Background: an optimization exercise with open tools, aiming at small area. Do not read the settings as production practice.
For this run, only the layout was checked, not whether the RTL still works.

## design/flow/config.mk

```make
export PLATFORM = sky130hd
export DESIGN_NAME = processing_element
export DESIGN_NICKNAME = processing_element
export VERILOG_FILES = /design/flow/design.v
export SDC_FILE = /design/flow/constraint.sdc
export NUM_CORES = 4
export LEC_CHECK = 0
export CAP_MARGIN = 20
export CORE_MARGIN = 2
export CORE_UTILIZATION = 40
export CTS_BUF_LIST = sky130_fd_sc_hd__clkbuf_8
export GPL_TIMING_DRIVEN = 0
export SLEW_MARGIN = 20
export SYNTH_HIERARCHICAL = 1
```

## design/flow/constraint.sdc

```tcl
create_clock -name core_clock -period 6.5 [get_ports {clk}]
set_input_delay 1.3000 -clock core_clock [delete_from_list [all_inputs] [get_ports {clk}]]
set_output_delay 1.3000 -clock core_clock [all_outputs]
set_load 0.01 [all_outputs]
```

## design/flow/design.v

```verilog
module processing_element(activation, weight, out, clk, rst);
parameter NON_ZERO_WEIGHTS = 108,
          SPECIAL_CASE = 0,
          FRACTIONAL_BITS = 8,
          BIT_SIZE = 16;
output reg signed [BIT_SIZE-1:0] out;
input [BIT_SIZE-1:0] activation, weight;
input clk, rst;
reg [23:0] s;
reg [15:0] d1, d2, d3, d4;
reg [6:0] cnt;       
reg valid;           
wire load = (cnt == 0);
wire [23:0] nxt;
wire one1;
wire two2;
wire neg3;
wire x4;
wire x5;
wire x6;
wire x7;
wire x8;
wire x9;
wire x10;
wire x11;
wire x12;
wire x13;
wire x14;
wire x15;
wire x16;
wire x17;
wire x18;
wire x19;
wire pp20;
wire pp21;
wire pp22;
wire pp23;
wire pp24;
wire pp25;
wire pp26;
wire pp27;
wire pp28;
wire pp29;
wire pp30;
wire pp31;
wire pp32;
wire pp33;
wire pp34;
wire pp35;
wire pp36;
wire one37;
wire two38;
wire neg39;
wire x40;
wire x41;
wire x42;
wire x43;
wire x44;
wire x45;
wire x46;
wire x47;
wire x48;
wire x49;
wire x50;
wire x51;
wire x52;
wire x53;
wire x54;
wire x55;
wire pp56;
wire pp57;
wire pp58;
wire pp59;
wire pp60;
wire pp61;
wire pp62;
wire pp63;
wire pp64;
wire pp65;
wire pp66;
wire pp67;
wire pp68;
wire pp69;
wire pp70;
wire pp71;
wire pp72;
wire one73;
wire two74;
wire neg75;
wire x76;
wire x77;
wire x78;
wire x79;
wire x80;
wire x81;
wire x82;
wire x83;
wire x84;
wire x85;
wire x86;
wire x87;
wire x88;
wire x89;
wire x90;
wire x91;
wire pp92;
wire pp93;
wire pp94;
wire pp95;
wire pp96;
wire pp97;
wire pp98;
wire pp99;
wire pp100;
wire pp101;
wire pp102;
wire pp103;
wire pp104;
wire pp105;
wire pp106;
wire pp107;
wire pp108;
wire one109;
wire two110;
wire neg111;
wire x112;
wire x113;
wire x114;
wire x115;
wire x116;
wire x117;
wire x118;
wire x119;
wire x120;
wire x121;
wire x122;
wire x123;
wire x124;
wire x125;
wire x126;
wire x127;
wire pp128;
wire pp129;
wire pp130;
wire pp131;
wire pp132;
wire pp133;
wire pp134;
wire pp135;
wire pp136;
wire pp137;
wire pp138;
wire pp139;
wire pp140;
wire pp141;
wire pp142;
wire pp143;
wire pp144;
wire one145;
wire two146;
wire neg147;
wire x148;
wire x149;
wire x150;
wire x151;
wire x152;
wire x153;
wire x154;
wire x155;
wire x156;
wire x157;
wire x158;
wire x159;
wire x160;
wire x161;
wire x162;
wire x163;
wire pp164;
wire pp165;
wire pp166;
wire pp167;
wire pp168;
wire pp169;
wire pp170;
wire pp171;
wire pp172;
wire pp173;
wire pp174;
wire pp175;
wire pp176;
wire pp177;
wire pp178;
wire pp179;
wire one180;
wire two181;
wire neg182;
wire x183;
wire x184;
wire x185;
wire x186;
wire x187;
wire x188;
wire x189;
wire x190;
wire x191;
wire x192;
wire x193;
wire x194;
wire x195;
wire x196;
wire pp197;
wire pp198;
wire pp199;
wire pp200;
wire pp201;
wire pp202;
wire pp203;
wire pp204;
wire pp205;
wire pp206;
wire pp207;
wire pp208;
wire pp209;
wire pp210;
wire one211;
wire two212;
wire neg213;
wire x214;
wire x215;
wire x216;
wire x217;
wire x218;
wire x219;
wire x220;
wire x221;
wire x222;
wire x223;
wire x224;
wire x225;
wire pp226;
wire pp227;
wire pp228;
wire pp229;
wire pp230;
wire pp231;
wire pp232;
wire pp233;
wire pp234;
wire pp235;
wire pp236;
wire pp237;
wire one238;
wire two239;
wire neg240;
wire x241;
wire x242;
wire x243;
wire x244;
wire x245;
wire x246;
wire x247;
wire x248;
wire x249;
wire x250;
wire pp251;
wire pp252;
wire pp253;
wire pp254;
wire pp255;
wire pp256;
wire pp257;
wire pp258;
wire pp259;
wire pp260;
wire ac261;
wire ac262;
wire ac263;
wire ac264;
wire ac265;
wire ac266;
wire ac267;
wire ac268;
wire ac269;
wire ac270;
wire ac271;
wire ac272;
wire ac273;
wire ac274;
wire ac275;
wire ac276;
wire ac277;
wire ac278;
wire ac279;
wire ac280;
wire ac281;
wire ac282;
wire ac283;
wire ac284;
wire hs285;
wire hc286;
wire hs287;
wire hc288;
wire fs289;
wire fc290;
wire hs291;
wire hc292;
wire hs293;
wire hc294;
wire hs295;
wire hc296;
wire fs297;
wire fc298;
wire hs299;
wire hc300;
wire fs301;
wire fc302;
wire hs303;
wire hc304;
wire fs305;
wire fc306;
wire fs307;
wire fc308;
wire hs309;
wire hc310;
wire fs311;
wire fc312;
wire fs313;
wire fc314;
wire hs315;
wire hc316;
wire fs317;
wire fc318;
wire fs319;
wire fc320;
wire fs321;
wire fc322;
wire fs323;
wire fc324;
wire fs325;
wire fc326;
wire fs327;
wire fc328;
wire fs329;
wire fc330;
wire fs331;
wire fc332;
wire fs333;
wire fc334;
wire fs335;
wire fc336;
wire fs337;
wire fc338;
wire fs339;
wire fc340;
wire fs341;
wire fc342;
wire fs343;
wire fc344;
wire fs345;
wire fc346;
wire fs347;
wire fc348;
wire fs349;
wire fc350;
wire hs351;
wire hc352;
wire fs353;
wire fc354;
wire fs355;
wire fc356;
wire fs357;
wire fc358;
wire hs359;
wire hc360;
wire fs361;
wire fc362;
wire hs363;
wire hs364;
wire hc365;
wire hs366;
wire hc367;
wire fs368;
wire fc369;
wire hs370;
wire hc371;
wire fs372;
wire fc373;
wire hs374;
wire hc375;
wire fs376;
wire fc377;
wire fs378;
wire fc379;
wire fs380;
wire fc381;
wire fs382;
wire fc383;
wire fs384;
wire fc385;
wire fs386;
wire fc387;
wire fs388;
wire fc389;
wire fs390;
wire fc391;
wire fs392;
wire fc393;
wire fs394;
wire fc395;
wire fs396;
wire fc397;
wire fs398;
wire fc399;
wire fs400;
wire fc401;
wire fs402;
wire fc403;
wire fs404;
wire fc405;
wire fs406;
wire fc407;
wire fs408;
wire fc409;
wire fs410;
wire fc411;
wire fs412;
wire fc413;
wire fs414;
wire fc415;
wire fs416;
wire fc417;
wire fs418;
wire fc419;
wire fs420;
wire fc421;
wire fs422;
wire fc423;
wire fs424;
wire fc425;
wire fs426;
wire fc427;
wire fs428;
wire fc429;
wire fs430;
wire fc431;
wire fs432;
wire fc433;
wire fs434;
wire fc435;
wire fs436;
wire fs437;
wire hs438;
wire hc439;
wire hs440;
wire hc441;
wire fs442;
wire fc443;
wire fs444;
wire fc445;
wire fs446;
wire fc447;
wire fs448;
wire fc449;
wire fs450;
wire fc451;
wire fs452;
wire fc453;
wire fs454;
wire fc455;
wire fs456;
wire fc457;
wire fs458;
wire fc459;
wire fs460;
wire fc461;
wire fs462;
wire fc463;
wire fs464;
wire fc465;
wire fs466;
wire fc467;
wire fs468;
wire fc469;
wire fs470;
wire fc471;
wire fs472;
wire fc473;
wire fs474;
wire fc475;
wire fs476;
wire fc477;
wire fs478;
wire fc479;
wire fs480;
wire hs481;
wire hc482;
wire hs483;
wire hc484;
wire fs485;
wire fc486;
wire fs487;
wire fc488;
wire fs489;
wire fc490;
wire fs491;
wire fc492;
wire fs493;
wire fc494;
wire fs495;
wire fc496;
wire fs497;
wire fc498;
wire fs499;
wire fc500;
wire fs501;
wire fc502;
wire fs503;
wire fc504;
wire fs505;
wire fc506;
wire fs507;
wire fc508;
wire fs509;
wire fc510;
wire fs511;
wire fc512;
wire fs513;
wire fc514;
wire fs515;
wire fc516;
wire fs517;
wire fc518;
wire fs519;
wire fc520;
wire fs521;
wire fc522;
wire fs523;
wire fc524;
wire fs525;
wire fc526;
wire fs527;
wire g528;
wire p529;
wire g530;
wire p531;
wire g532;
wire p533;
wire g534;
wire p535;
wire g536;
wire p537;
wire g538;
wire p539;
wire g540;
wire p541;
wire g542;
wire p543;
wire g544;
wire p545;
wire g546;
wire p547;
wire g548;
wire p549;
wire g550;
wire p551;
wire g552;
wire p553;
wire g554;
wire p555;
wire g556;
wire p557;
wire g558;
wire p559;
wire g560;
wire p561;
wire g562;
wire p563;
wire g564;
wire p565;
wire g566;
wire p567;
wire g568;
wire p569;
wire g570;
wire p571;
wire g572;
wire p573;
wire g574;
wire p575;
wire G576;
wire P577;
wire G578;
wire P579;
wire G580;
wire P581;
wire G582;
wire P583;
wire G584;
wire P585;
wire G586;
wire P587;
wire G588;
wire P589;
wire G590;
wire P591;
wire G592;
wire P593;
wire G594;
wire P595;
wire G596;
wire P597;
wire G598;
wire P599;
wire G600;
wire P601;
wire G602;
wire P603;
wire G604;
wire P605;
wire G606;
wire P607;
wire G608;
wire P609;
wire G610;
wire P611;
wire G612;
wire P613;
wire G614;
wire P615;
wire G616;
wire P617;
wire G618;
wire P619;
wire G620;
wire P621;
wire G622;
wire P623;
wire G624;
wire P625;
wire G626;
wire P627;
wire G628;
wire P629;
wire G630;
wire P631;
wire G632;
wire P633;
wire G634;
wire P635;
wire G636;
wire P637;
wire G638;
wire P639;
wire G640;
wire P641;
wire G642;
wire P643;
wire G644;
wire P645;
wire G646;
wire P647;
wire G648;
wire P649;
wire G650;
wire P651;
wire G652;
wire P653;
wire G654;
wire P655;
wire G656;
wire P657;
wire G658;
wire P659;
wire G660;
wire P661;
wire G662;
wire P663;
wire G664;
wire P665;
wire G666;
wire P667;
wire G668;
wire P669;
wire G670;
wire P671;
wire G672;
wire P673;
wire G674;
wire P675;
wire G676;
wire P677;
wire G678;
wire P679;
assign one1 = weight[0] ^ 1'b0;
assign two2 = (weight[1] & ~weight[0] & ~1'b0) | (~weight[1] & weight[0] & 1'b0);
assign neg3 = weight[1] & ~(weight[0] & 1'b0);
assign x4 = activation[0] ^ neg3;
assign x5 = activation[1] ^ neg3;
assign x6 = activation[2] ^ neg3;
assign x7 = activation[3] ^ neg3;
assign x8 = activation[4] ^ neg3;
assign x9 = activation[5] ^ neg3;
assign x10 = activation[6] ^ neg3;
assign x11 = activation[7] ^ neg3;
assign x12 = activation[8] ^ neg3;
assign x13 = activation[9] ^ neg3;
assign x14 = activation[10] ^ neg3;
assign x15 = activation[11] ^ neg3;
assign x16 = activation[12] ^ neg3;
assign x17 = activation[13] ^ neg3;
assign x18 = activation[14] ^ neg3;
assign x19 = activation[15] ^ neg3;
assign pp20 = ((one1 & x4) | (two2 & neg3));
pe_a22o u_sel1 (.a(one1), .b(x5), .c(two2), .d(x4), .y(pp21));
pe_a22o u_sel2 (.a(one1), .b(x6), .c(two2), .d(x5), .y(pp22));
pe_a22o u_sel3 (.a(one1), .b(x7), .c(two2), .d(x6), .y(pp23));
pe_a22o u_sel4 (.a(one1), .b(x8), .c(two2), .d(x7), .y(pp24));
pe_a22o u_sel5 (.a(one1), .b(x9), .c(two2), .d(x8), .y(pp25));
pe_a22o u_sel6 (.a(one1), .b(x10), .c(two2), .d(x9), .y(pp26));
pe_a22o u_sel7 (.a(one1), .b(x11), .c(two2), .d(x10), .y(pp27));
pe_a22o u_sel8 (.a(one1), .b(x12), .c(two2), .d(x11), .y(pp28));
pe_a22o u_sel9 (.a(one1), .b(x13), .c(two2), .d(x12), .y(pp29));
pe_a22o u_sel10 (.a(one1), .b(x14), .c(two2), .d(x13), .y(pp30));
pe_a22o u_sel11 (.a(one1), .b(x15), .c(two2), .d(x14), .y(pp31));
pe_a22o u_sel12 (.a(one1), .b(x16), .c(two2), .d(x15), .y(pp32));
pe_a22o u_sel13 (.a(one1), .b(x17), .c(two2), .d(x16), .y(pp33));
pe_a22o u_sel14 (.a(one1), .b(x18), .c(two2), .d(x17), .y(pp34));
pe_a22o u_sel15 (.a(one1), .b(x19), .c(two2), .d(x18), .y(pp35));
pe_a22oi u_sel16 (.a(one1), .b(x19), .c(two2), .d(x19), .y(pp36));
assign one37 = weight[2] ^ weight[1];
assign two38 = (weight[3] & ~weight[2] & ~weight[1]) | (~weight[3] & weight[2] & weight[1]);
assign neg39 = weight[3] & ~(weight[2] & weight[1]);
assign x40 = activation[0] ^ neg39;
assign x41 = activation[1] ^ neg39;
assign x42 = activation[2] ^ neg39;
assign x43 = activation[3] ^ neg39;
assign x44 = activation[4] ^ neg39;
assign x45 = activation[5] ^ neg39;
assign x46 = activation[6] ^ neg39;
assign x47 = activation[7] ^ neg39;
assign x48 = activation[8] ^ neg39;
assign x49 = activation[9] ^ neg39;
assign x50 = activation[10] ^ neg39;
assign x51 = activation[11] ^ neg39;
assign x52 = activation[12] ^ neg39;
assign x53 = activation[13] ^ neg39;
assign x54 = activation[14] ^ neg39;
assign x55 = activation[15] ^ neg39;
assign pp56 = ((one37 & x40) | (two38 & neg39));
pe_a22o u_sel17 (.a(one37), .b(x41), .c(two38), .d(x40), .y(pp57));
pe_a22o u_sel18 (.a(one37), .b(x42), .c(two38), .d(x41), .y(pp58));
pe_a22o u_sel19 (.a(one37), .b(x43), .c(two38), .d(x42), .y(pp59));
pe_a22o u_sel20 (.a(one37), .b(x44), .c(two38), .d(x43), .y(pp60));
pe_a22o u_sel21 (.a(one37), .b(x45), .c(two38), .d(x44), .y(pp61));
pe_a22o u_sel22 (.a(one37), .b(x46), .c(two38), .d(x45), .y(pp62));
pe_a22o u_sel23 (.a(one37), .b(x47), .c(two38), .d(x46), .y(pp63));
pe_a22o u_sel24 (.a(one37), .b(x48), .c(two38), .d(x47), .y(pp64));
pe_a22o u_sel25 (.a(one37), .b(x49), .c(two38), .d(x48), .y(pp65));
pe_a22o u_sel26 (.a(one37), .b(x50), .c(two38), .d(x49), .y(pp66));
pe_a22o u_sel27 (.a(one37), .b(x51), .c(two38), .d(x50), .y(pp67));
pe_a22o u_sel28 (.a(one37), .b(x52), .c(two38), .d(x51), .y(pp68));
pe_a22o u_sel29 (.a(one37), .b(x53), .c(two38), .d(x52), .y(pp69));
pe_a22o u_sel30 (.a(one37), .b(x54), .c(two38), .d(x53), .y(pp70));
pe_a22o u_sel31 (.a(one37), .b(x55), .c(two38), .d(x54), .y(pp71));
pe_a22oi u_sel32 (.a(one37), .b(x55), .c(two38), .d(x55), .y(pp72));
assign one73 = weight[4] ^ weight[3];
assign two74 = (weight[5] & ~weight[4] & ~weight[3]) | (~weight[5] & weight[4] & weight[3]);
assign neg75 = weight[5] & ~(weight[4] & weight[3]);
assign x76 = activation[0] ^ neg75;
assign x77 = activation[1] ^ neg75;
assign x78 = activation[2] ^ neg75;
assign x79 = activation[3] ^ neg75;
assign x80 = activation[4] ^ neg75;
assign x81 = activation[5] ^ neg75;
assign x82 = activation[6] ^ neg75;
assign x83 = activation[7] ^ neg75;
assign x84 = activation[8] ^ neg75;
assign x85 = activation[9] ^ neg75;
assign x86 = activation[10] ^ neg75;
assign x87 = activation[11] ^ neg75;
assign x88 = activation[12] ^ neg75;
assign x89 = activation[13] ^ neg75;
assign x90 = activation[14] ^ neg75;
assign x91 = activation[15] ^ neg75;
assign pp92 = ((one73 & x76) | (two74 & neg75));
pe_a22o u_sel33 (.a(one73), .b(x77), .c(two74), .d(x76), .y(pp93));
pe_a22o u_sel34 (.a(one73), .b(x78), .c(two74), .d(x77), .y(pp94));
pe_a22o u_sel35 (.a(one73), .b(x79), .c(two74), .d(x78), .y(pp95));
pe_a22o u_sel36 (.a(one73), .b(x80), .c(two74), .d(x79), .y(pp96));
pe_a22o u_sel37 (.a(one73), .b(x81), .c(two74), .d(x80), .y(pp97));
pe_a22o u_sel38 (.a(one73), .b(x82), .c(two74), .d(x81), .y(pp98));
pe_a22o u_sel39 (.a(one73), .b(x83), .c(two74), .d(x82), .y(pp99));
pe_a22o u_sel40 (.a(one73), .b(x84), .c(two74), .d(x83), .y(pp100));
pe_a22o u_sel41 (.a(one73), .b(x85), .c(two74), .d(x84), .y(pp101));
pe_a22o u_sel42 (.a(one73), .b(x86), .c(two74), .d(x85), .y(pp102));
pe_a22o u_sel43 (.a(one73), .b(x87), .c(two74), .d(x86), .y(pp103));
pe_a22o u_sel44 (.a(one73), .b(x88), .c(two74), .d(x87), .y(pp104));
pe_a22o u_sel45 (.a(one73), .b(x89), .c(two74), .d(x88), .y(pp105));
pe_a22o u_sel46 (.a(one73), .b(x90), .c(two74), .d(x89), .y(pp106));
pe_a22o u_sel47 (.a(one73), .b(x91), .c(two74), .d(x90), .y(pp107));
pe_a22oi u_sel48 (.a(one73), .b(x91), .c(two74), .d(x91), .y(pp108));
assign one109 = weight[6] ^ weight[5];
assign two110 = (weight[7] & ~weight[6] & ~weight[5]) | (~weight[7] & weight[6] & weight[5]);
assign neg111 = weight[7] & ~(weight[6] & weight[5]);
assign x112 = activation[0] ^ neg111;
assign x113 = activation[1] ^ neg111;
assign x114 = activation[2] ^ neg111;
assign x115 = activation[3] ^ neg111;
assign x116 = activation[4] ^ neg111;
assign x117 = activation[5] ^ neg111;
assign x118 = activation[6] ^ neg111;
assign x119 = activation[7] ^ neg111;
assign x120 = activation[8] ^ neg111;
assign x121 = activation[9] ^ neg111;
assign x122 = activation[10] ^ neg111;
assign x123 = activation[11] ^ neg111;
assign x124 = activation[12] ^ neg111;
assign x125 = activation[13] ^ neg111;
assign x126 = activation[14] ^ neg111;
assign x127 = activation[15] ^ neg111;
assign pp128 = ((one109 & x112) | (two110 & neg111));
pe_a22o u_sel49 (.a(one109), .b(x113), .c(two110), .d(x112), .y(pp129));
pe_a22o u_sel50 (.a(one109), .b(x114), .c(two110), .d(x113), .y(pp130));
pe_a22o u_sel51 (.a(one109), .b(x115), .c(two110), .d(x114), .y(pp131));
pe_a22o u_sel52 (.a(one109), .b(x116), .c(two110), .d(x115), .y(pp132));
pe_a22o u_sel53 (.a(one109), .b(x117), .c(two110), .d(x116), .y(pp133));
pe_a22o u_sel54 (.a(one109), .b(x118), .c(two110), .d(x117), .y(pp134));
pe_a22o u_sel55 (.a(one109), .b(x119), .c(two110), .d(x118), .y(pp135));
pe_a22o u_sel56 (.a(one109), .b(x120), .c(two110), .d(x119), .y(pp136));
pe_a22o u_sel57 (.a(one109), .b(x121), .c(two110), .d(x120), .y(pp137));
pe_a22o u_sel58 (.a(one109), .b(x122), .c(two110), .d(x121), .y(pp138));
pe_a22o u_sel59 (.a(one109), .b(x123), .c(two110), .d(x122), .y(pp139));
pe_a22o u_sel60 (.a(one109), .b(x124), .c(two110), .d(x123), .y(pp140));
pe_a22o u_sel61 (.a(one109), .b(x125), .c(two110), .d(x124), .y(pp141));
pe_a22o u_sel62 (.a(one109), .b(x126), .c(two110), .d(x125), .y(pp142));
pe_a22o u_sel63 (.a(one109), .b(x127), .c(two110), .d(x126), .y(pp143));
pe_a22oi u_sel64 (.a(one109), .b(x127), .c(two110), .d(x127), .y(pp144));
assign one145 = weight[8] ^ weight[7];
assign two146 = (weight[9] & ~weight[8] & ~weight[7]) | (~weight[9] & weight[8] & weight[7]);
assign neg147 = weight[9] & ~(weight[8] & weight[7]);
assign x148 = activation[0] ^ neg147;
assign x149 = activation[1] ^ neg147;
assign x150 = activation[2] ^ neg147;
assign x151 = activation[3] ^ neg147;
assign x152 = activation[4] ^ neg147;
assign x153 = activation[5] ^ neg147;
assign x154 = activation[6] ^ neg147;
assign x155 = activation[7] ^ neg147;
assign x156 = activation[8] ^ neg147;
assign x157 = activation[9] ^ neg147;
assign x158 = activation[10] ^ neg147;
assign x159 = activation[11] ^ neg147;
assign x160 = activation[12] ^ neg147;
assign x161 = activation[13] ^ neg147;
assign x162 = activation[14] ^ neg147;
assign x163 = activation[15] ^ neg147;
assign pp164 = ((one145 & x148) | (two146 & neg147));
pe_a22o u_sel65 (.a(one145), .b(x149), .c(two146), .d(x148), .y(pp165));
pe_a22o u_sel66 (.a(one145), .b(x150), .c(two146), .d(x149), .y(pp166));
pe_a22o u_sel67 (.a(one145), .b(x151), .c(two146), .d(x150), .y(pp167));
pe_a22o u_sel68 (.a(one145), .b(x152), .c(two146), .d(x151), .y(pp168));
pe_a22o u_sel69 (.a(one145), .b(x153), .c(two146), .d(x152), .y(pp169));
pe_a22o u_sel70 (.a(one145), .b(x154), .c(two146), .d(x153), .y(pp170));
pe_a22o u_sel71 (.a(one145), .b(x155), .c(two146), .d(x154), .y(pp171));
pe_a22o u_sel72 (.a(one145), .b(x156), .c(two146), .d(x155), .y(pp172));
pe_a22o u_sel73 (.a(one145), .b(x157), .c(two146), .d(x156), .y(pp173));
pe_a22o u_sel74 (.a(one145), .b(x158), .c(two146), .d(x157), .y(pp174));
pe_a22o u_sel75 (.a(one145), .b(x159), .c(two146), .d(x158), .y(pp175));
pe_a22o u_sel76 (.a(one145), .b(x160), .c(two146), .d(x159), .y(pp176));
pe_a22o u_sel77 (.a(one145), .b(x161), .c(two146), .d(x160), .y(pp177));
pe_a22o u_sel78 (.a(one145), .b(x162), .c(two146), .d(x161), .y(pp178));
pe_a22o u_sel79 (.a(one145), .b(x163), .c(two146), .d(x162), .y(pp179));
assign one180 = weight[10] ^ weight[9];
assign two181 = (weight[11] & ~weight[10] & ~weight[9]) | (~weight[11] & weight[10] & weight[9]);
assign neg182 = weight[11] & ~(weight[10] & weight[9]);
assign x183 = activation[0] ^ neg182;
assign x184 = activation[1] ^ neg182;
assign x185 = activation[2] ^ neg182;
assign x186 = activation[3] ^ neg182;
assign x187 = activation[4] ^ neg182;
assign x188 = activation[5] ^ neg182;
assign x189 = activation[6] ^ neg182;
assign x190 = activation[7] ^ neg182;
assign x191 = activation[8] ^ neg182;
assign x192 = activation[9] ^ neg182;
assign x193 = activation[10] ^ neg182;
assign x194 = activation[11] ^ neg182;
assign x195 = activation[12] ^ neg182;
assign x196 = activation[13] ^ neg182;
assign pp197 = ((one180 & x183) | (two181 & neg182));
pe_a22o u_sel80 (.a(one180), .b(x184), .c(two181), .d(x183), .y(pp198));
pe_a22o u_sel81 (.a(one180), .b(x185), .c(two181), .d(x184), .y(pp199));
pe_a22o u_sel82 (.a(one180), .b(x186), .c(two181), .d(x185), .y(pp200));
pe_a22o u_sel83 (.a(one180), .b(x187), .c(two181), .d(x186), .y(pp201));
pe_a22o u_sel84 (.a(one180), .b(x188), .c(two181), .d(x187), .y(pp202));
pe_a22o u_sel85 (.a(one180), .b(x189), .c(two181), .d(x188), .y(pp203));
pe_a22o u_sel86 (.a(one180), .b(x190), .c(two181), .d(x189), .y(pp204));
pe_a22o u_sel87 (.a(one180), .b(x191), .c(two181), .d(x190), .y(pp205));
pe_a22o u_sel88 (.a(one180), .b(x192), .c(two181), .d(x191), .y(pp206));
pe_a22o u_sel89 (.a(one180), .b(x193), .c(two181), .d(x192), .y(pp207));
pe_a22o u_sel90 (.a(one180), .b(x194), .c(two181), .d(x193), .y(pp208));
pe_a22o u_sel91 (.a(one180), .b(x195), .c(two181), .d(x194), .y(pp209));
pe_a22o u_sel92 (.a(one180), .b(x196), .c(two181), .d(x195), .y(pp210));
assign one211 = weight[12] ^ weight[11];
assign two212 = (weight[13] & ~weight[12] & ~weight[11]) | (~weight[13] & weight[12] & weight[11]);
assign neg213 = weight[13] & ~(weight[12] & weight[11]);
assign x214 = activation[0] ^ neg213;
assign x215 = activation[1] ^ neg213;
assign x216 = activation[2] ^ neg213;
assign x217 = activation[3] ^ neg213;
assign x218 = activation[4] ^ neg213;
assign x219 = activation[5] ^ neg213;
assign x220 = activation[6] ^ neg213;
assign x221 = activation[7] ^ neg213;
assign x222 = activation[8] ^ neg213;
assign x223 = activation[9] ^ neg213;
assign x224 = activation[10] ^ neg213;
assign x225 = activation[11] ^ neg213;
assign pp226 = ((one211 & x214) | (two212 & neg213));
pe_a22o u_sel93 (.a(one211), .b(x215), .c(two212), .d(x214), .y(pp227));
pe_a22o u_sel94 (.a(one211), .b(x216), .c(two212), .d(x215), .y(pp228));
pe_a22o u_sel95 (.a(one211), .b(x217), .c(two212), .d(x216), .y(pp229));
pe_a22o u_sel96 (.a(one211), .b(x218), .c(two212), .d(x217), .y(pp230));
pe_a22o u_sel97 (.a(one211), .b(x219), .c(two212), .d(x218), .y(pp231));
pe_a22o u_sel98 (.a(one211), .b(x220), .c(two212), .d(x219), .y(pp232));
pe_a22o u_sel99 (.a(one211), .b(x221), .c(two212), .d(x220), .y(pp233));
pe_a22o u_sel100 (.a(one211), .b(x222), .c(two212), .d(x221), .y(pp234));
pe_a22o u_sel101 (.a(one211), .b(x223), .c(two212), .d(x222), .y(pp235));
pe_a22o u_sel102 (.a(one211), .b(x224), .c(two212), .d(x223), .y(pp236));
pe_a22o u_sel103 (.a(one211), .b(x225), .c(two212), .d(x224), .y(pp237));
assign one238 = weight[14] ^ weight[13];
assign two239 = (weight[15] & ~weight[14] & ~weight[13]) | (~weight[15] & weight[14] & weight[13]);
assign neg240 = weight[15] & ~(weight[14] & weight[13]);
assign x241 = activation[0] ^ neg240;
assign x242 = activation[1] ^ neg240;
assign x243 = activation[2] ^ neg240;
assign x244 = activation[3] ^ neg240;
assign x245 = activation[4] ^ neg240;
assign x246 = activation[5] ^ neg240;
assign x247 = activation[6] ^ neg240;
assign x248 = activation[7] ^ neg240;
assign x249 = activation[8] ^ neg240;
assign x250 = activation[9] ^ neg240;
assign pp251 = ((one238 & x241) | (two239 & neg240));
pe_a22o u_sel104 (.a(one238), .b(x242), .c(two239), .d(x241), .y(pp252));
pe_a22o u_sel105 (.a(one238), .b(x243), .c(two239), .d(x242), .y(pp253));
pe_a22o u_sel106 (.a(one238), .b(x244), .c(two239), .d(x243), .y(pp254));
pe_a22o u_sel107 (.a(one238), .b(x245), .c(two239), .d(x244), .y(pp255));
pe_a22o u_sel108 (.a(one238), .b(x246), .c(two239), .d(x245), .y(pp256));
pe_a22o u_sel109 (.a(one238), .b(x247), .c(two239), .d(x246), .y(pp257));
pe_a22o u_sel110 (.a(one238), .b(x248), .c(two239), .d(x247), .y(pp258));
pe_a22o u_sel111 (.a(one238), .b(x249), .c(two239), .d(x248), .y(pp259));
pe_a22o u_sel112 (.a(one238), .b(x250), .c(two239), .d(x249), .y(pp260));
assign ac261 = s[0] & ~load;
assign ac262 = s[1] & ~load;
assign ac263 = s[2] & ~load;
assign ac264 = s[3] & ~load;
assign ac265 = s[4] & ~load;
assign ac266 = s[5] & ~load;
assign ac267 = s[6] & ~load;
assign ac268 = s[7] & ~load;
assign ac269 = s[8] & ~load;
assign ac270 = s[9] & ~load;
assign ac271 = s[10] & ~load;
assign ac272 = s[11] & ~load;
assign ac273 = s[12] & ~load;
assign ac274 = s[13] & ~load;
assign ac275 = s[14] & ~load;
assign ac276 = s[15] & ~load;
assign ac277 = s[16] & ~load;
assign ac278 = s[17] & ~load;
assign ac279 = s[18] & ~load;
assign ac280 = s[19] & ~load;
assign ac281 = s[20] & ~load;
assign ac282 = s[21] & ~load;
assign ac283 = s[22] & ~load;
assign ac284 = s[23] & ~load;
pe_fa u_fa113 (.a(ac275), .b(neg240), .c(1'b0), .s(hs285), .co(hc286));
pe_fa u_fa114 (.a(ac276), .b(pp35), .c(1'b0), .s(hs287), .co(hc288));
pe_fa u_fa115 (.a(1'b1), .b(ac277), .c(pp36), .s(fs289), .co(fc290));
pe_fa u_fa116 (.a(1'b1), .b(ac278), .c(1'b0), .s(hs291), .co(hc292));
pe_fa u_fa117 (.a(ac269), .b(neg147), .c(1'b0), .s(hs293), .co(hc294));
pe_fa u_fa118 (.a(ac270), .b(pp29), .c(1'b0), .s(hs295), .co(hc296));
pe_fa u_fa119 (.a(ac271), .b(neg182), .c(pp30), .s(fs297), .co(fc298));
pe_fa u_fa120 (.a(pp64), .b(pp98), .c(1'b0), .s(hs299), .co(hc300));
pe_fa u_fa121 (.a(ac272), .b(pp31), .c(pp65), .s(fs301), .co(fc302));
pe_fa u_fa122 (.a(pp99), .b(pp133), .c(1'b0), .s(hs303), .co(hc304));
pe_fa u_fa123 (.a(ac273), .b(neg213), .c(pp32), .s(fs305), .co(fc306));
pe_fa u_fa124 (.a(pp66), .b(pp100), .c(pp134), .s(fs307), .co(fc308));
pe_fa u_fa125 (.a(pp168), .b(pp199), .c(1'b0), .s(hs309), .co(hc310));
pe_fa u_fa126 (.a(ac274), .b(pp33), .c(pp67), .s(fs311), .co(fc312));
pe_fa u_fa127 (.a(pp101), .b(pp135), .c(pp169), .s(fs313), .co(fc314));
pe_fa u_fa128 (.a(pp200), .b(pp227), .c(1'b0), .s(hs315), .co(hc316));
pe_fa u_fa129 (.a(hs285), .b(pp34), .c(pp68), .s(fs317), .co(fc318));
pe_fa u_fa130 (.a(pp102), .b(pp136), .c(pp170), .s(fs319), .co(fc320));
pe_fa u_fa131 (.a(pp201), .b(pp228), .c(pp251), .s(fs321), .co(fc322));
pe_fa u_fa132 (.a(hc286), .b(pp69), .c(pp103), .s(fs323), .co(fc324));
pe_fa u_fa133 (.a(pp137), .b(pp171), .c(pp202), .s(fs325), .co(fc326));
pe_fa u_fa134 (.a(pp229), .b(pp252), .c(hs287), .s(fs327), .co(fc328));
pe_fa u_fa135 (.a(pp70), .b(pp104), .c(pp138), .s(fs329), .co(fc330));
pe_fa u_fa136 (.a(pp172), .b(pp203), .c(pp230), .s(fs331), .co(fc332));
pe_fa u_fa137 (.a(pp253), .b(hc288), .c(fs289), .s(fs333), .co(fc334));
pe_fa u_fa138 (.a(hs291), .b(pp71), .c(pp105), .s(fs335), .co(fc336));
pe_fa u_fa139 (.a(pp139), .b(pp173), .c(pp204), .s(fs337), .co(fc338));
pe_fa u_fa140 (.a(pp231), .b(pp254), .c(fc290), .s(fs339), .co(fc340));
pe_fa u_fa141 (.a(ac279), .b(hc292), .c(pp72), .s(fs341), .co(fc342));
pe_fa u_fa142 (.a(pp106), .b(pp140), .c(pp174), .s(fs343), .co(fc344));
pe_fa u_fa143 (.a(pp205), .b(pp232), .c(pp255), .s(fs345), .co(fc346));
pe_fa u_fa144 (.a(1'b1), .b(ac280), .c(pp107), .s(fs347), .co(fc348));
pe_fa u_fa145 (.a(pp141), .b(pp175), .c(pp206), .s(fs349), .co(fc350));
pe_fa u_fa146 (.a(pp233), .b(pp256), .c(1'b0), .s(hs351), .co(hc352));
pe_fa u_fa147 (.a(ac281), .b(pp108), .c(pp142), .s(fs353), .co(fc354));
pe_fa u_fa148 (.a(pp176), .b(pp207), .c(pp234), .s(fs355), .co(fc356));
pe_fa u_fa149 (.a(1'b1), .b(ac282), .c(pp143), .s(fs357), .co(fc358));
pe_fa u_fa150 (.a(pp177), .b(pp208), .c(1'b0), .s(hs359), .co(hc360));
pe_fa u_fa151 (.a(ac283), .b(pp144), .c(pp178), .s(fs361), .co(fc362));
assign hs363 = 1'b1 ^ ac284;
pe_fa u_fa152 (.a(ac265), .b(neg75), .c(1'b0), .s(hs364), .co(hc365));
pe_fa u_fa153 (.a(ac266), .b(pp25), .c(1'b0), .s(hs366), .co(hc367));
pe_fa u_fa154 (.a(ac267), .b(neg111), .c(pp26), .s(fs368), .co(fc369));
pe_fa u_fa155 (.a(pp60), .b(pp94), .c(1'b0), .s(hs370), .co(hc371));
pe_fa u_fa156 (.a(ac268), .b(pp27), .c(pp61), .s(fs372), .co(fc373));
pe_fa u_fa157 (.a(pp95), .b(pp129), .c(1'b0), .s(hs374), .co(hc375));
pe_fa u_fa158 (.a(hs293), .b(pp28), .c(pp62), .s(fs376), .co(fc377));
pe_fa u_fa159 (.a(pp96), .b(pp130), .c(pp164), .s(fs378), .co(fc379));
pe_fa u_fa160 (.a(hc294), .b(pp63), .c(pp97), .s(fs380), .co(fc381));
pe_fa u_fa161 (.a(pp131), .b(pp165), .c(hs295), .s(fs382), .co(fc383));
pe_fa u_fa162 (.a(pp132), .b(pp166), .c(pp197), .s(fs384), .co(fc385));
pe_fa u_fa163 (.a(hc296), .b(hs299), .c(fs297), .s(fs386), .co(fc387));
pe_fa u_fa164 (.a(pp167), .b(pp198), .c(hc300), .s(fs388), .co(fc389));
pe_fa u_fa165 (.a(hs303), .b(fc298), .c(fs301), .s(fs390), .co(fc391));
pe_fa u_fa166 (.a(pp226), .b(hc304), .c(hs309), .s(fs392), .co(fc393));
pe_fa u_fa167 (.a(fc302), .b(fs305), .c(fs307), .s(fs394), .co(fc395));
pe_fa u_fa168 (.a(hc310), .b(hs315), .c(fc306), .s(fs396), .co(fc397));
pe_fa u_fa169 (.a(fc308), .b(fs311), .c(fs313), .s(fs398), .co(fc399));
pe_fa u_fa170 (.a(hc316), .b(fc312), .c(fc314), .s(fs400), .co(fc401));
pe_fa u_fa171 (.a(fs317), .b(fs319), .c(fs321), .s(fs402), .co(fc403));
pe_fa u_fa172 (.a(fc318), .b(fc320), .c(fc322), .s(fs404), .co(fc405));
pe_fa u_fa173 (.a(fs323), .b(fs325), .c(fs327), .s(fs406), .co(fc407));
pe_fa u_fa174 (.a(fc324), .b(fc326), .c(fs329), .s(fs408), .co(fc409));
pe_fa u_fa175 (.a(fs331), .b(fc328), .c(fs333), .s(fs410), .co(fc411));
pe_fa u_fa176 (.a(fc330), .b(fc332), .c(fs335), .s(fs412), .co(fc413));
pe_fa u_fa177 (.a(fs337), .b(fc334), .c(fs339), .s(fs414), .co(fc415));
pe_fa u_fa178 (.a(fc336), .b(fc338), .c(fs341), .s(fs416), .co(fc417));
pe_fa u_fa179 (.a(fs343), .b(fs345), .c(fc340), .s(fs418), .co(fc419));
pe_fa u_fa180 (.a(hs351), .b(fc342), .c(fc344), .s(fs420), .co(fc421));
pe_fa u_fa181 (.a(fc346), .b(fs347), .c(fs349), .s(fs422), .co(fc423));
pe_fa u_fa182 (.a(pp257), .b(hc352), .c(fc348), .s(fs424), .co(fc425));
pe_fa u_fa183 (.a(fc350), .b(fs353), .c(fs355), .s(fs426), .co(fc427));
pe_fa u_fa184 (.a(pp235), .b(pp258), .c(hs359), .s(fs428), .co(fc429));
pe_fa u_fa185 (.a(fc354), .b(fc356), .c(fs357), .s(fs430), .co(fc431));
pe_fa u_fa186 (.a(pp209), .b(pp236), .c(pp259), .s(fs432), .co(fc433));
pe_fa u_fa187 (.a(hc360), .b(fc358), .c(fs361), .s(fs434), .co(fc435));
assign fs436 = hs363 ^ pp179 ^ pp210;
assign fs437 = pp237 ^ pp260 ^ fc362;
pe_fa u_fa188 (.a(ac263), .b(neg39), .c(1'b0), .s(hs438), .co(hc439));
pe_fa u_fa189 (.a(ac264), .b(pp23), .c(1'b0), .s(hs440), .co(hc441));
pe_fa u_fa190 (.a(hs364), .b(pp24), .c(pp58), .s(fs442), .co(fc443));
pe_fa u_fa191 (.a(hc365), .b(pp59), .c(pp93), .s(fs444), .co(fc445));
pe_fa u_fa192 (.a(pp128), .b(hc367), .c(hs370), .s(fs446), .co(fc447));
pe_fa u_fa193 (.a(hc371), .b(hs374), .c(fc369), .s(fs448), .co(fc449));
pe_fa u_fa194 (.a(hc375), .b(fc373), .c(fs376), .s(fs450), .co(fc451));
pe_fa u_fa195 (.a(fc377), .b(fc379), .c(fs380), .s(fs452), .co(fc453));
pe_fa u_fa196 (.a(fc381), .b(fs384), .c(fc383), .s(fs454), .co(fc455));
pe_fa u_fa197 (.a(fc385), .b(fs388), .c(fc387), .s(fs456), .co(fc457));
pe_fa u_fa198 (.a(fc389), .b(fs392), .c(fc391), .s(fs458), .co(fc459));
pe_fa u_fa199 (.a(fc393), .b(fc395), .c(fs396), .s(fs460), .co(fc461));
pe_fa u_fa200 (.a(fc397), .b(fc399), .c(fs400), .s(fs462), .co(fc463));
pe_fa u_fa201 (.a(fc401), .b(fc403), .c(fs404), .s(fs464), .co(fc465));
pe_fa u_fa202 (.a(fc405), .b(fs408), .c(fc407), .s(fs466), .co(fc467));
pe_fa u_fa203 (.a(fc409), .b(fs412), .c(fc411), .s(fs468), .co(fc469));
pe_fa u_fa204 (.a(fc413), .b(fs416), .c(fc415), .s(fs470), .co(fc471));
pe_fa u_fa205 (.a(fc417), .b(fs420), .c(fs422), .s(fs472), .co(fc473));
pe_fa u_fa206 (.a(fc421), .b(fc423), .c(fs424), .s(fs474), .co(fc475));
pe_fa u_fa207 (.a(fs428), .b(fc425), .c(fc427), .s(fs476), .co(fc477));
pe_fa u_fa208 (.a(fs432), .b(fc429), .c(fc431), .s(fs478), .co(fc479));
assign fs480 = fc433 ^ fs436 ^ fc435;
pe_fa u_fa209 (.a(ac261), .b(neg3), .c(1'b0), .s(hs481), .co(hc482));
pe_fa u_fa210 (.a(ac262), .b(pp21), .c(1'b0), .s(hs483), .co(hc484));
pe_fa u_fa211 (.a(hs438), .b(pp22), .c(pp56), .s(fs485), .co(fc486));
pe_fa u_fa212 (.a(hc439), .b(pp57), .c(hs440), .s(fs487), .co(fc488));
pe_fa u_fa213 (.a(pp92), .b(hc441), .c(fs442), .s(fs489), .co(fc490));
pe_fa u_fa214 (.a(hs366), .b(fc443), .c(fs444), .s(fs491), .co(fc492));
pe_fa u_fa215 (.a(fc445), .b(fs368), .c(fs446), .s(fs493), .co(fc494));
pe_fa u_fa216 (.a(fs372), .b(fc447), .c(fs448), .s(fs495), .co(fc496));
pe_fa u_fa217 (.a(fs378), .b(fc449), .c(fs450), .s(fs497), .co(fc498));
pe_fa u_fa218 (.a(fs382), .b(fc451), .c(fs452), .s(fs499), .co(fc500));
pe_fa u_fa219 (.a(fc453), .b(fs386), .c(fs454), .s(fs501), .co(fc502));
pe_fa u_fa220 (.a(fs390), .b(fc455), .c(fs456), .s(fs503), .co(fc504));
pe_fa u_fa221 (.a(fs394), .b(fc457), .c(fs458), .s(fs505), .co(fc506));
pe_fa u_fa222 (.a(fs398), .b(fc459), .c(fs460), .s(fs507), .co(fc508));
pe_fa u_fa223 (.a(fs402), .b(fc461), .c(fs462), .s(fs509), .co(fc510));
pe_fa u_fa224 (.a(fs406), .b(fc463), .c(fs464), .s(fs511), .co(fc512));
pe_fa u_fa225 (.a(fc465), .b(fs410), .c(fs466), .s(fs513), .co(fc514));
pe_fa u_fa226 (.a(fs414), .b(fc467), .c(fs468), .s(fs515), .co(fc516));
pe_fa u_fa227 (.a(fs418), .b(fc469), .c(fs470), .s(fs517), .co(fc518));
pe_fa u_fa228 (.a(fc419), .b(fs472), .c(fc471), .s(fs519), .co(fc520));
pe_fa u_fa229 (.a(fs426), .b(fc473), .c(fs474), .s(fs521), .co(fc522));
pe_fa u_fa230 (.a(fs430), .b(fc475), .c(fs476), .s(fs523), .co(fc524));
pe_fa u_fa231 (.a(fs434), .b(fc477), .c(fs478), .s(fs525), .co(fc526));
assign fs527 = fs437 ^ fc479 ^ fs480;
assign g528 = hs481 & pp20;
assign p529 = hs481 ^ pp20;
assign g530 = hc482 & hs483;
assign p531 = hc482 ^ hs483;
assign g532 = hc484 & fs485;
assign p533 = hc484 ^ fs485;
assign g534 = fc486 & fs487;
assign p535 = fc486 ^ fs487;
assign g536 = fc488 & fs489;
assign p537 = fc488 ^ fs489;
assign g538 = fc490 & fs491;
assign p539 = fc490 ^ fs491;
assign g540 = fc492 & fs493;
assign p541 = fc492 ^ fs493;
assign g542 = fc494 & fs495;
assign p543 = fc494 ^ fs495;
assign g544 = fc496 & fs497;
assign p545 = fc496 ^ fs497;
assign g546 = fc498 & fs499;
assign p547 = fc498 ^ fs499;
assign g548 = fc500 & fs501;
assign p549 = fc500 ^ fs501;
assign g550 = fc502 & fs503;
assign p551 = fc502 ^ fs503;
assign g552 = fc504 & fs505;
assign p553 = fc504 ^ fs505;
assign g554 = fc506 & fs507;
assign p555 = fc506 ^ fs507;
assign g556 = fc508 & fs509;
assign p557 = fc508 ^ fs509;
assign g558 = fc510 & fs511;
assign p559 = fc510 ^ fs511;
assign g560 = fc512 & fs513;
assign p561 = fc512 ^ fs513;
assign g562 = fc514 & fs515;
assign p563 = fc514 ^ fs515;
assign g564 = fc516 & fs517;
assign p565 = fc516 ^ fs517;
assign g566 = fc518 & fs519;
assign p567 = fc518 ^ fs519;
assign g568 = fc520 & fs521;
assign p569 = fc520 ^ fs521;
assign g570 = fc522 & fs523;
assign p571 = fc522 ^ fs523;
assign g572 = fc524 & fs525;
assign p573 = fc524 ^ fs525;
assign g574 = fc526 & fs527;
assign p575 = fc526 ^ fs527;
assign G576 = g530 | (p531 & g528);
assign P577 = p531 & p529;
assign G578 = g534 | (p535 & g532);
assign P579 = p535 & p533;
assign G580 = g538 | (p539 & g536);
assign P581 = p539 & p537;
assign G582 = g542 | (p543 & g540);
assign P583 = p543 & p541;
assign G584 = g546 | (p547 & g544);
assign P585 = p547 & p545;
assign G586 = g550 | (p551 & g548);
assign P587 = p551 & p549;
assign G588 = g554 | (p555 & g552);
assign P589 = p555 & p553;
assign G590 = g558 | (p559 & g556);
assign P591 = p559 & p557;
assign G592 = g562 | (p563 & g560);
assign P593 = p563 & p561;
assign G594 = g566 | (p567 & g564);
assign P595 = p567 & p565;
assign G596 = g570 | (p571 & g568);
assign P597 = p571 & p569;
assign G598 = g574 | (p575 & g572);
assign P599 = p575 & p573;
assign G600 = g532 | (p533 & G576);
assign P601 = p533 & P577;
assign G602 = G578 | (P579 & G576);
assign P603 = P579 & P577;
assign G604 = g540 | (p541 & G580);
assign P605 = p541 & P581;
assign G606 = G582 | (P583 & G580);
assign P607 = P583 & P581;
assign G608 = g548 | (p549 & G584);
assign P609 = p549 & P585;
assign G610 = G586 | (P587 & G584);
assign P611 = P587 & P585;
assign G612 = g556 | (p557 & G588);
assign P613 = p557 & P589;
assign G614 = G590 | (P591 & G588);
assign P615 = P591 & P589;
assign G616 = g564 | (p565 & G592);
assign P617 = p565 & P593;
assign G618 = G594 | (P595 & G592);
assign P619 = P595 & P593;
assign G620 = g572 | (p573 & G596);
assign P621 = p573 & P597;
assign G622 = G598 | (P599 & G596);
assign P623 = P599 & P597;
assign G624 = g536 | (p537 & G602);
assign P625 = p537 & P603;
assign G626 = G580 | (P581 & G602);
assign P627 = P581 & P603;
assign G628 = G604 | (P605 & G602);
assign P629 = P605 & P603;
assign G630 = G606 | (P607 & G602);
assign P631 = P607 & P603;
assign G632 = g552 | (p553 & G610);
assign P633 = p553 & P611;
assign G634 = G588 | (P589 & G610);
assign P635 = P589 & P611;
assign G636 = G612 | (P613 & G610);
assign P637 = P613 & P611;
assign G638 = G614 | (P615 & G610);
assign P639 = P615 & P611;
assign G640 = g568 | (p569 & G618);
assign P641 = p569 & P619;
assign G642 = G596 | (P597 & G618);
assign P643 = P597 & P619;
assign G644 = G620 | (P621 & G618);
assign P645 = P621 & P619;
assign G646 = G622 | (P623 & G618);
assign P647 = P623 & P619;
assign G648 = g544 | (p545 & G630);
assign P649 = p545 & P631;
assign G650 = G584 | (P585 & G630);
assign P651 = P585 & P631;
assign G652 = G608 | (P609 & G630);
assign P653 = P609 & P631;
assign G654 = G610 | (P611 & G630);
assign P655 = P611 & P631;
assign G656 = G632 | (P633 & G630);
assign P657 = P633 & P631;
assign G658 = G634 | (P635 & G630);
assign P659 = P635 & P631;
assign G660 = G636 | (P637 & G630);
assign P661 = P637 & P631;
assign G662 = G638 | (P639 & G630);
assign P663 = P639 & P631;
assign G664 = g560 | (p561 & G662);
assign P665 = p561 & P663;
assign G666 = G592 | (P593 & G662);
assign P667 = P593 & P663;
assign G668 = G616 | (P617 & G662);
assign P669 = P617 & P663;
assign G670 = G618 | (P619 & G662);
assign P671 = P619 & P663;
assign G672 = G640 | (P641 & G662);
assign P673 = P641 & P663;
assign G674 = G642 | (P643 & G662);
assign P675 = P643 & P663;
assign G676 = G644 | (P645 & G662);
assign P677 = P645 & P663;
assign G678 = G646 | (P647 & G662);
assign P679 = P647 & P663;
assign nxt[0] = p529;
assign nxt[1] = (p531 ^ g528);
assign nxt[2] = (p533 ^ G576);
assign nxt[3] = (p535 ^ G600);
assign nxt[4] = (p537 ^ G602);
assign nxt[5] = (p539 ^ G624);
assign nxt[6] = (p541 ^ G626);
assign nxt[7] = (p543 ^ G628);
assign nxt[8] = (p545 ^ G630);
assign nxt[9] = (p547 ^ G648);
assign nxt[10] = (p549 ^ G650);
assign nxt[11] = (p551 ^ G652);
assign nxt[12] = (p553 ^ G654);
assign nxt[13] = (p555 ^ G656);
assign nxt[14] = (p557 ^ G658);
assign nxt[15] = (p559 ^ G660);
assign nxt[16] = (p561 ^ G662);
assign nxt[17] = (p563 ^ G664);
assign nxt[18] = (p565 ^ G666);
assign nxt[19] = (p567 ^ G668);
assign nxt[20] = (p569 ^ G670);
assign nxt[21] = (p571 ^ G672);
assign nxt[22] = (p573 ^ G674);
assign nxt[23] = (p575 ^ G676);
always @(posedge clk) begin
  s <= nxt;
  d1 <= s[FRACTIONAL_BITS+15:FRACTIONAL_BITS];
  d2 <= d1;
  d3 <= d2;
  d4 <= d3;
  if (!rst) begin
    cnt <= 0;
    valid <= 1'b0;
    out <= 0;
  end else begin
    cnt <= (cnt == NON_ZERO_WEIGHTS - 1) ? 7'd0 : cnt + 7'd1;
    valid <= valid | (cnt == 4);
    out <= valid ? d4 : 16'd0;
  end
end
endmodule
module pe_fa(a, b, c, s, co);
input a, b, c;
output s, co;
assign s = a ^ b ^ c;
assign co = (a & b) | (a & c) | (b & c);
endmodule
module pe_a22o(a, b, c, d, y);
input a, b, c, d;
output y;
assign y = (a & b) | (c & d);
endmodule
module pe_a22oi(a, b, c, d, y);
input a, b, c, d;
output y;
assign y = ~((a & b) | (c & d));
endmodule
module pe_ha(a, b, s, co);
input a, b;
output s, co;
assign s = a ^ b;
assign co = a & b;
endmodule
```

## design/flow/run.sh

```bash
#!/bin/bash
# synth_recipe.tcl (not shown) runs the flow's synth.tcl, then flattens the netlist and writes it again
# the make line also repeats each setting of config.mk as NAME=value (left out here)
make -C /OpenROAD-flow-scripts/flow DESIGN_CONFIG=/design/flow/config.mk WORK_HOME=/design/flow/orfs CLKGATE_MAP_FILE= SYNTH_SCRIPT=/design/flow/synth_recipe.tcl finish
```

==> out/metrics.cfg <==
[floorplan]
io_pins = 50
die_y_um = 151.7
core_um2 = 21620
num_rows = 54
die_w_um = 151.7
dieArea_um2 = 23010
start_util = 0.4036

[sta]
fin_skew_ns = 0.01490
max-slew-margin-rel = 0.3345
rsz0062_at_grt = no
min_period_ns = 6.333
setup_viol = 0
hold_viol_final = 0
clock.fmax_mhz = 157.9
tightest_slew_ns = 0.9878
fin_ws_ns = 0.1666
final_max_slew_viol_count = 0
period_share = 0.9744

[critical_path]
startpoint_type = input pin
critPathArrivalTime_ns = 6.65
worst_ep_required_time_ns = 6.82
crit_start = weight[10]
critPathKind = in2reg
path_max_fanout = 10
worstSetupEndpointType = flip-flop
reg2reg_from = cnt[0]

[global_routing]
grt_max_degree = 22
grtUsageTotal = 0.1714
overflow = 0
antenna_found_initial = 0
grt_pass1_vias = 5564
grt_pass1_wl_um = 30280

[logic_synthesis]
synth_edf_count = 0
ys.flop_type = dfxtp_1
ys_types = 47
ys_warn_count = 7
netlist_instances = 766
async_flop_share = 0
netlist_area_um2 = 8726
yosysSeqAreaShare = 0.2570
synth-seq-cells = 112
yosysTopAreaCellShare = 0.2845
postSynthAreaPerCell_um2 = 11.39
ys_top_cells_by_area = fa_1 28%, dfxtp_1 26%, xnor2_1 12%, a22o_1 12%, ha_1 4.4%
yosys.area.top_type = fa_1

[clock_tree]
cts_max_level = 3
hold_buffers = 0
path_clk_slew_ns = 0.11
cts.sinks = 112
numCtsBuffers = 9
cts_tree = yes
cts_root_buf = clkbuf_8
clk_latency_ns = 0.37
cts_max_path_buffers = 2

[final_layout]
layout-drive-gt1-share = 0.06137
nNetsFinal = 1015
fillers = 2123
diodes = 0
final-seq-area_um2 = 2242
syn2layout_area_growth_pct = 12.13
multi_input_area_um2 = 6391

[routing]
dr_total_vias = 5628
initialDrtViolationCount = 199
post_drt_wl_per_cell_um = 16.67
ant_nets = 0
firstDrtPassIters = 4
wirelength_um = 18520
vias_per_cell = 5.066
drc = 0

[status]
status = complete, no violations

[place]
hpwl_um = 15770
place_ws_ns = -1.321
portBuffers = 32
gp_congestion = 0.8473

[min_path]
min_from = d1[11]
min_path_type = reg2reg

[job]
maxCapViolCount = 0

[final cells by class]
cell class / count / share of cell area
Clock inverter: 7 / 0.007289
Sequential cell: 112 / 0.2292
Clock buffer: 9 / 0.01266
Timing Repair Buffer: 35 / 0.03657
Tap cell: 280 / 0.03581
Inverter: 29 / 0.01113
Buffer: 29 / 0.01419
Multi-Input combinational cell: 610 / 0.6532
[per-module statistics from Yosys (local to each module, per instance)]
module	cell area, um^2	cells inside	copies in the design
pe_a22o	8.758	1	108
processing_element	5348	535	1
pe_a22oi	12.51	1	4
pe_fa	20.02	1	119
[final timing paths]
check	end	slack [ns]	depth (start not counted)
setup / recovery	s[16]	0.17	18
hold reg to reg	d2[11]	0.33	0
setup reg to reg	s[22]	0.60	18
hold / removal	d2[11]	0.33	0
[metrics by stage]
step | setup TNS [ns] | instance area [um^2] | hold WS (ns) | instances | util
3_5_place_dp | -11.07 | 9497 | 0.3121 | 1100 | 0.4392
5_1_grt | 0 | 9784 | 0.3333 | 1111 | 0.4525
6_report | 0 | 9784 | 0.3283 | 1111 | 0.4525
3_3_place_gp | -10.94 | 9478 | 0.3113 | 1099 | 0.4384
2_1_floorplan | 0 | 8807 | 0.3096 | 787 | -
4_1_cts | 0 | 9759 | 0.3300 | 1112 | 0.4514
[worst max-delay path: stages]
cell,delay [ns]
clkdlybuf4s50_1,0.44
ha_1,0.18
nand2b_2,0.26
buf_4,0.24
xnor2_1,0.15
a22o_1,0.26
fa_1,0.59
fa_1,0.44
fa_1,0.52
fa_1,0.42
ha_1,0.35
a21o_1,0.19
a21oi_2,0.19
nand3_1,0.13
a221o_1,0.42
inv_1,0.09
fa_1,0.40
inv_1,0.06
[registers in the layout, summed over array words and instances (netlist names)]
name and cells:
d4 16, out 16, s 24, d3 16, cnt 7, valid 1, d2 16, d1 16
[Yosys cell counts, types with 2 or more instances]
cell type,count
a211oi_1,2
nand3_1,7
xor2_1,21
nor2b_1,8
a22o_1,115
and3_1,18
ha_1,31
a21oi_1,11
nor2_1,14
o21ai_0,14
buf_2,6
mux2i_1,2
xnor2_1,122
a21o_1,10
fa_1,124
inv_1,29
nand3b_1,7
nor3_1,6
nand2_1,7
and2_1,25
or2_2,2
dfxtp_1,112
nand2b_1,17
clkbuf_1,28
buf_1,2
a22oi_2,4
conb_1,2
[layer usage]
metal	share of wire	track usage	vias up	wire, um
li1	-	-	2746	-
met1	0.51	0.2499	2751	9369
met2	0.45	0.2764	109	8377
met3	0.027	0.01317	22	505
met4	0.014	0.04537	0	262
met5	0	0	-	0
[placed cells by master (no fill, tap or decap), types with 8 or more instances in the layout]
master,netlist,final
clkdlybuf4s50_1,0,26
clkbuf_8,0,9
and2_1,25,25
nor2_1,14,14
and3_1,18,18
o21ai_0,14,8
clkbuf_1,28,21
buf_4,0,9
a21o_1,10,10
xor2_1,21,21
dfxtp_1,112,112
nand2b_1,17,11
inv_1,29,28
fa_1,124,124
ha_1,31,31
a21oi_1,11,10
conb_1,2,23
a22o_1,115,115
xnor2_1,122,122
[cells by family after synthesis]
family	after synthesis	synth area share
compound gates	168	0.1582
xor+xnor	143	0.1435
fa+ha+maj	155	0.3289
buf+inv	65	0.02882
flops	112	0.2570
mux	2	0.002294
other cells	2	0.0008607
simple gates	119	0.08044
[what timing repair did]
item	in CTS	in global routing
pin swaps	0	0
endpoints found under the setup margin	12	6
setup buffers	2	0
resized for setup	22	11

## what the ideal ports hide
The results above use ideal ports. As a check the final layout listed here was re-extracted and re-timed, cells and wires unchanged.
Step 1: set_driving_cell puts a clkbuf_16 on clk and a buf_2 on each other input, an assumption about the parent block.
Step 2 times the ports against the registers' clock, not the clock port: input delays grow and output delays shrink by t, the midpoint of the rising clock arrivals with the driver on.
Slacks: ideal / step 1 / step 2; pairs: ideal / step 1.
t (ns): 0.401
setup slack, ns: 0.167 / 0.179 / -0.223
worst setup path after step 2: input to register
pins driven straight from the clock port: 1
With both steps, setup timing fails in this run, where it was met with ideal ports. For this run, drivers alone change the setup slack by +0.012 ns; drivers and shift together by -0.390 ns.
